Background: an optimization exercise with open tools, aiming at a short achievable clock period and few clock cycles. Do not read the settings as production practice. Power figures rest on the tool's default switching activity, not on a simulated workload.

==> flow/design.v <==
module cpu(
    input clk,
    input rst,
    input [31:0] icache_rdata,
    input icache_resp,
    output [31:0] icache_addr,
    output icache_read,
    input [31:0] dcache_rdata,
    input dcache_resp,
    output [31:0] dcache_addr,
    output dcache_read,
    output dcache_write,
    output [3:0] dcache_byte_en,
    output [31:0] dcache_wdata
);
logic [31:2] pc;
logic        btb_valid;
logic [31:2] btb_pc, btb_tgt;
logic        id_valid;
logic [31:0] id_instr;
logic [31:2] id_pc;
logic        id_bp;                         
logic [31:0] ex_a, ex_b, ex_sd;             
logic        ex_a_fm, ex_b_fm, ex_sd_fm;    
logic        ex_wen;                        
logic [4:0]  ex_rd;
logic        ex_op_add, ex_op_sub, ex_op_sll, ex_op_slt, ex_op_sltu;
logic        ex_op_xor, ex_op_srl, ex_op_sra, ex_op_or, ex_op_and, ex_op_pres;
logic [31:0] ex_pres;                       
logic        ex_br, ex_pred;                
logic        ex_c_eq, ex_c_ne, ex_c_lt, ex_c_ge, ex_c_ltu, ex_c_geu;
logic [31:2] ex_alt;                        
logic        ex_load, ex_store, ex_jalr;
logic [2:0]  ex_f3;
logic        mem_wen;
logic [4:0]  mem_rd;
logic [31:0] mem_res;
logic        mem_rreq, mem_wreq;
logic [3:0]  mem_be;
logic [31:0] mem_wdata;
logic [2:0]  mem_f3;
logic        mem_redir;                     
logic [31:2] mem_target;
logic        wb_wen;
logic [4:0]  wb_rd;
logic [31:0] wb_res;
logic [31:0] rf [1:31];
assign icache_addr    = {pc, 2'b00};
assign icache_read    = 1'b1;
assign dcache_addr    = mem_res;
assign dcache_read    = mem_rreq;
assign dcache_write   = mem_wreq;
assign dcache_byte_en = mem_be;
assign dcache_wdata   = mem_wdata;
wire mstall = (mem_rreq | mem_wreq) & ~dcache_resp;
wire [6:0] opc = id_instr[6:0];
wire [2:0] f3  = id_instr[14:12];
wire [4:0] rs1 = id_instr[19:15];
wire [4:0] rs2 = id_instr[24:20];
wire [4:0] rd  = id_instr[11:7];
wire       b30 = id_instr[30];
wire is_lui   = opc[6:2] == 5'b01101;
wire is_auipc = opc[6:2] == 5'b00101;
wire is_jal   = opc[6:2] == 5'b11011;
wire is_jalr  = opc[6:2] == 5'b11001;
wire is_br    = opc[6:2] == 5'b11000;
wire is_load  = opc[6:2] == 5'b00000;
wire is_store = opc[6:2] == 5'b01000;
wire is_opimm = opc[6:2] == 5'b00100;
wire is_op    = opc[6:2] == 5'b01100;
wire [31:0] i_imm = {{21{id_instr[31]}}, id_instr[30:20]};
wire [31:0] s_imm = {{21{id_instr[31]}}, id_instr[30:25], id_instr[11:7]};
wire [31:0] b_imm = {{20{id_instr[31]}}, id_instr[7], id_instr[30:25], id_instr[11:8], 1'b0};
wire [31:0] u_imm = {id_instr[31:12], 12'h000};
wire [31:0] j_imm = {{12{id_instr[31]}}, id_instr[19:12], id_instr[20], id_instr[30:21], 1'b0};
wire uses_rs1 = ~(is_lui | is_auipc | is_jal);
wire uses_rs2 = is_br | is_store | is_op;
wire id_wen   = (is_lui | is_auipc | is_jal | is_jalr | is_load | is_opimm | is_op) & (rd != 5'd0);
wire [31:0] id_pcw   = {id_pc, 2'b00};
wire [31:0] id_pc4   = id_pcw + 32'd4;
wire [31:0] id_tgt   = id_pcw + (is_jal ? j_imm : is_br ? b_imm : u_imm);
wire        id_pred  = is_br & id_instr[31];           
wire [31:0] rv1 = (rs1 == 5'd0) ? 32'd0 : (wb_wen && wb_rd == rs1) ? wb_res : rf[rs1];
wire [31:0] rv2 = (rs2 == 5'd0) ? 32'd0 : (wb_wen && wb_rd == rs2) ? wb_res : rf[rs2];
wire a_fm = ex_wen  && ex_rd  == rs1;
wire a_fw = mem_wen && mem_rd == rs1 && !a_fm;
wire r2_fm = ex_wen  && ex_rd  == rs2;
wire r2_fw = mem_wen && mem_rd == rs2 && !r2_fm;
wire id_stall = id_valid & ex_load & ex_wen &
                ((uses_rs1 && ex_rd == rs1) || (uses_rs2 && ex_rd == rs2));
wire id_taken    = is_jal | id_pred;
wire redirect_id = id_valid & (id_taken ^ id_bp);
wire [31:2] id_rtgt = id_taken ? id_tgt[31:2] : id_pc4[31:2];
wire btb_hit = btb_valid && btb_pc == pc;
wire [31:0] A  = ex_a_fm  ? mem_res : ex_a;
wire [31:0] B  = ex_b_fm  ? mem_res : ex_b;
wire [31:0] SD = ex_sd_fm ? mem_res : ex_sd;
wire [31:0] sum  = A + B;
wire [31:0] diff = A - B;
wire        eq   = A == B;
wire        lt   = $signed(A) < $signed(B);
wire        ltu  = A < B;
wire [31:0] sll  = A << B[4:0];
wire [31:0] srl  = A >> B[4:0];
wire [31:0] sra  = $signed(A) >>> B[4:0];
wire [31:0] ex_res =
      ({32{ex_op_add}}  & sum)
    | ({32{ex_op_sub}}  & diff)
    | ({32{ex_op_sll}}  & sll)
    | ({32{ex_op_slt}}  & {31'd0, lt})
    | ({32{ex_op_sltu}} & {31'd0, ltu})
    | ({32{ex_op_xor}}  & (A ^ B))
    | ({32{ex_op_srl}}  & srl)
    | ({32{ex_op_sra}}  & sra)
    | ({32{ex_op_or}}   & (A | B))
    | ({32{ex_op_and}}  & (A & B))
    | ({32{ex_op_pres}} & ex_pres);
wire taken = (ex_c_eq & eq) | (ex_c_ne & ~eq) | (ex_c_lt & lt) | (ex_c_ge & ~lt)
           | (ex_c_ltu & ltu) | (ex_c_geu & ~ltu);
wire mispredict = ex_br & (taken ^ ex_pred);
logic [3:0]  st_be;
logic [31:0] st_data;
always_comb begin
    case (ex_f3[1:0])
        2'b00: begin
            st_be   = 4'b0001 << sum[1:0];
            st_data = {4{SD[7:0]}};
        end
        2'b01: begin
            st_be   = sum[1] ? 4'b1100 : 4'b0011;
            st_data = {2{SD[15:0]}};
        end
        default: begin
            st_be   = 4'b1111;
            st_data = SD;
        end
    endcase
end
logic [31:0] ld_val;
always_comb begin
    logic [7:0]  by;
    logic [15:0] hw;
    case (mem_res[1:0])
        2'b00: by = dcache_rdata[7:0];
        2'b01: by = dcache_rdata[15:8];
        2'b10: by = dcache_rdata[23:16];
        default: by = dcache_rdata[31:24];
    endcase
    hw = mem_res[1] ? dcache_rdata[31:16] : dcache_rdata[15:0];
    case (mem_f3)
        3'b000:  ld_val = {{24{by[7]}}, by};
        3'b001:  ld_val = {{16{hw[15]}}, hw};
        3'b100:  ld_val = {24'd0, by};
        3'b101:  ld_val = {16'd0, hw};
        default: ld_val = dcache_rdata;
    endcase
end
wire [31:0] mem_val = mem_rreq ? ld_val : mem_res;
wire flush_mem = mem_redir;                 
always_ff @(posedge clk) begin
    if (rst) begin
        pc       <= 30'h18;                 
        id_valid <= 1'b0;
        ex_wen   <= 1'b0;
        ex_br    <= 1'b0;
        ex_load  <= 1'b0;
        ex_store <= 1'b0;
        ex_jalr  <= 1'b0;
        btb_valid <= 1'b0;
        mem_wen  <= 1'b0;
        mem_rreq <= 1'b0;
        mem_wreq <= 1'b0;
        mem_redir <= 1'b0;
        wb_wen   <= 1'b0;
    end else if (!mstall) begin
        wb_wen <= mem_wen;
        wb_rd  <= mem_rd;
        wb_res <= mem_val;
        mem_wen    <= ex_wen   & ~flush_mem;
        mem_rreq   <= ex_load  & ~flush_mem;
        mem_wreq   <= ex_store & ~flush_mem;
        mem_redir  <= (ex_jalr | mispredict) & ~flush_mem;
        mem_rd     <= ex_rd;
        mem_res    <= ex_res;
        mem_be     <= st_be;
        mem_wdata  <= st_data;
        mem_f3     <= ex_f3;
        mem_target <= ex_jalr ? sum[31:2] : ex_alt;
        if (flush_mem || id_stall || !id_valid) begin
            ex_wen   <= 1'b0;
            ex_br    <= 1'b0;
            ex_load  <= 1'b0;
            ex_store <= 1'b0;
            ex_jalr  <= 1'b0;
        end else begin
            ex_wen   <= id_wen;
            ex_br    <= is_br;
            ex_load  <= is_load;
            ex_store <= is_store;
            ex_jalr  <= is_jalr;
        end
        ex_rd    <= rd;
        ex_a     <= a_fw ? mem_val : rv1;
        ex_a_fm  <= a_fm;
        ex_b     <= (is_op | is_br) ? (r2_fw ? mem_val : rv2) : is_store ? s_imm : i_imm;
        ex_b_fm  <= (is_op | is_br) & r2_fm;
        ex_sd    <= r2_fw ? mem_val : rv2;
        ex_sd_fm <= r2_fm;
        ex_pres  <= is_lui ? u_imm : is_auipc ? id_tgt : id_pc4;
        ex_op_pres <= is_lui | is_auipc | is_jal | is_jalr;
        ex_op_add  <= is_load | is_store | ((is_opimm | is_op) & f3 == 3'b000 & ~(is_op & b30));
        ex_op_sub  <= is_op & f3 == 3'b000 & b30;
        ex_op_sll  <= (is_opimm | is_op) & f3 == 3'b001;
        ex_op_slt  <= (is_opimm | is_op) & f3 == 3'b010;
        ex_op_sltu <= (is_opimm | is_op) & f3 == 3'b011;
        ex_op_xor  <= (is_opimm | is_op) & f3 == 3'b100;
        ex_op_srl  <= (is_opimm | is_op) & f3 == 3'b101 & ~b30;
        ex_op_sra  <= (is_opimm | is_op) & f3 == 3'b101 & b30;
        ex_op_or   <= (is_opimm | is_op) & f3 == 3'b110;
        ex_op_and  <= (is_opimm | is_op) & f3 == 3'b111;
        ex_c_eq  <= f3 == 3'b000;
        ex_c_ne  <= f3 == 3'b001;
        ex_c_lt  <= f3 == 3'b100;
        ex_c_ge  <= f3 == 3'b101;
        ex_c_ltu <= f3 == 3'b110;
        ex_c_geu <= f3 == 3'b111;
        ex_pred  <= id_pred;
        ex_alt   <= id_pred ? id_pc4[31:2] : id_tgt[31:2];
        ex_f3    <= f3;
        if (flush_mem) begin
            id_valid <= 1'b0;
            pc       <= mem_target;
        end else if (id_stall) begin
        end else if (redirect_id) begin
            id_valid <= 1'b0;
            pc       <= id_rtgt;
            if (id_pred && !id_bp) begin
                btb_valid <= 1'b1;
                btb_pc    <= id_pc;
                btb_tgt   <= id_tgt[31:2];
            end
        end else begin
            id_valid <= icache_resp;
            id_instr <= icache_rdata;
            id_pc    <= pc;
            id_bp    <= btb_hit;
            if (icache_resp)
                pc <= btb_hit ? btb_tgt : pc + 30'd1;
        end
    end
end
always_ff @(posedge clk) begin
    if (wb_wen)
        rf[wb_rd] <= wb_res;
end
endmodule
==> flow/config.mk <==
export PLATFORM = sky130hd
export DESIGN_NAME = cpu
export DESIGN_NICKNAME = cpu
export VERILOG_FILES = /design/flow/design.v
export SDC_FILE = /design/flow/constraint.sdc
export NUM_CORES = 4
export LEC_CHECK = 0
export ABC_CLOCK_PERIOD_IN_PS = 3000
export CAP_MARGIN = 20
export CORE_MARGIN = 2
export CORE_UTILIZATION = 40
export SLEW_MARGIN = 20
==> flow/constraint.sdc <==
create_clock -name core_clock -period 9.5 [get_ports {clk}]
set_input_delay 1.9000 -clock core_clock [delete_from_list [all_inputs] [get_ports {clk}]]
set_output_delay 1.9000 -clock core_clock [all_outputs]
set_load 0.01 [all_outputs]
standard.sh (not shown) runs the stock make flow with config.mk's settings and CLKGATE_MAP_FILE= SYNTH_SCRIPT=/design/flow/synth_recipe.tcl, a recipe that flattens the netlist after the stock synthesis.
==> flow/flow/run.sh <==
#!/bin/bash
set -euo pipefail
bash standard.sh SETUP_SLACK_MARGIN=6.0 finish > standard_make.log 2>&1
Change:
--- a/flow/design.v
+++ b/flow/design.v
@@ -20,9 +20,11 @@
 logic [31:0] id_instr;
 logic [31:2] id_pc;
 logic        id_bp;                         
 logic [31:0] ex_a, ex_b, ex_sd;             
-logic        ex_a_fm, ex_b_fm, ex_sd_fm;    
+logic        ex_a_fm, ex_a_fw;              
+logic        ex_b_fm, ex_b_fw;
+logic        ex_sd_fm, ex_sd_fw;
 logic        ex_wen;                        
 logic [4:0]  ex_rd;
 logic        ex_op_add, ex_op_sub, ex_op_sll, ex_op_slt, ex_op_sltu;
 logic        ex_op_xor, ex_op_srl, ex_op_sra, ex_op_or, ex_op_and, ex_op_pres;
@@ -91,11 +93,11 @@
 wire id_taken    = is_jal | id_pred;
 wire redirect_id = id_valid & (id_taken ^ id_bp);
 wire [31:2] id_rtgt = id_taken ? id_tgt[31:2] : id_pc4[31:2];
 wire btb_hit = btb_valid && btb_pc == pc;
-wire [31:0] A  = ex_a_fm  ? mem_res : ex_a;
-wire [31:0] B  = ex_b_fm  ? mem_res : ex_b;
-wire [31:0] SD = ex_sd_fm ? mem_res : ex_sd;
+wire [31:0] A  = ex_a_fm  ? mem_res : ex_a_fw  ? wb_res : ex_a;
+wire [31:0] B  = ex_b_fm  ? mem_res : ex_b_fw  ? wb_res : ex_b;
+wire [31:0] SD = ex_sd_fm ? mem_res : ex_sd_fw ? wb_res : ex_sd;
 wire [31:0] sum  = A + B;
 wire [31:0] diff = A - B;
 wire        eq   = A == B;
 wire        lt   = $signed(A) < $signed(B);
@@ -154,9 +156,8 @@
         3'b101:  ld_val = {16'd0, hw};
         default: ld_val = dcache_rdata;
     endcase
 end
-wire [31:0] mem_val = mem_rreq ? ld_val : mem_res;
 wire flush_mem = mem_redir;                 
 always_ff @(posedge clk) begin
     if (rst) begin
         pc       <= 30'h18;                 
@@ -174,9 +175,9 @@
         wb_wen   <= 1'b0;
     end else if (!mstall) begin
         wb_wen <= mem_wen;
         wb_rd  <= mem_rd;
-        wb_res <= mem_val;
+        wb_res <= mem_rreq ? ld_val : mem_res;
         mem_wen    <= ex_wen   & ~flush_mem;
         mem_rreq   <= ex_load  & ~flush_mem;
         mem_wreq   <= ex_store & ~flush_mem;
         mem_redir  <= (ex_jalr | mispredict) & ~flush_mem;
@@ -199,14 +200,17 @@
             ex_store <= is_store;
             ex_jalr  <= is_jalr;
         end
         ex_rd    <= rd;
-        ex_a     <= a_fw ? mem_val : rv1;
+        ex_a     <= rv1;
         ex_a_fm  <= a_fm;
-        ex_b     <= (is_op | is_br) ? (r2_fw ? mem_val : rv2) : is_store ? s_imm : i_imm;
+        ex_a_fw  <= a_fw;
+        ex_b     <= (is_op | is_br) ? rv2 : is_store ? s_imm : i_imm;
         ex_b_fm  <= (is_op | is_br) & r2_fm;
-        ex_sd    <= r2_fw ? mem_val : rv2;
+        ex_b_fw  <= (is_op | is_br) & r2_fw;
+        ex_sd    <= rv2;
         ex_sd_fm <= r2_fm;
+        ex_sd_fw <= r2_fw;
         ex_pres  <= is_lui ? u_imm : is_auipc ? id_tgt : id_pc4;
         ex_op_pres <= is_lui | is_auipc | is_jal | is_jalr;
         ex_op_add  <= is_load | is_store | ((is_opimm | is_op) & f3 == 3'b000 & ~(is_op & b30));
         ex_op_sub  <= is_op & f3 == 3'b000 & b30;
Utilization decreases by 0.31 points.
Setup slack gains 0.072 ns.
Global-route usage rises by 0.90 points.
Combinational power is lower by a few percent.
Flip-flop and latch count drops by 2.
Total power falls by a few percent.
Via count rose by a few percent.
Sequential power drops slightly.
Clock power decreases slightly.
Sequential share of layout area drops by 0.71 points.
Clock skew grows by 0.023 ns.
Clock-buffer cell count rises by 12.
Final area went up slightly.
Cell count rises by a few percent.
Function was not checked in any run of this note: the RTL went through the layout flow alone.

==> separate check: timing with driven ports <==
The results above use ideal ports. As a check the final layouts listed here were re-extracted and re-timed, cells and wires unchanged. Step 1 (the two cells are an assumption about what drives the block):
set clk [get_ports {clk}]
set_driving_cell -lib_cell sky130_fd_sc_hd__clkbuf_16 $clk
set_driving_cell -lib_cell sky130_fd_sc_hd__buf_2 [delete_from_list [all_inputs] $clk]
Step 2, shift: input delay + t, output delay - t, t = (earliest + latest rising clock arrival at the registers) / 2. This alone moves slack from input paths to output paths. a / b / c = ideal ports / drivers / drivers and shift; a / b = the first two.
run | t, ns | setup slack, ns | hold WS [ns] | worst setup path after step 2 | cell pins on the clock port's net
the first run | 0.914 | 5.246 / 5.246 / 5.039 | 0.451 / 0.451 / 0.451 | input to register | 1
the second run | 0.904 | 5.318 / 5.318 / 5.027 | 0.461 / 0.461 / 0.461 | input to register | 1
After both steps setup and hold are still met in every run listed. The setup slack of the second run, which loses most, moves by 0.000 ns with the drivers and by -0.291 ns with both steps.
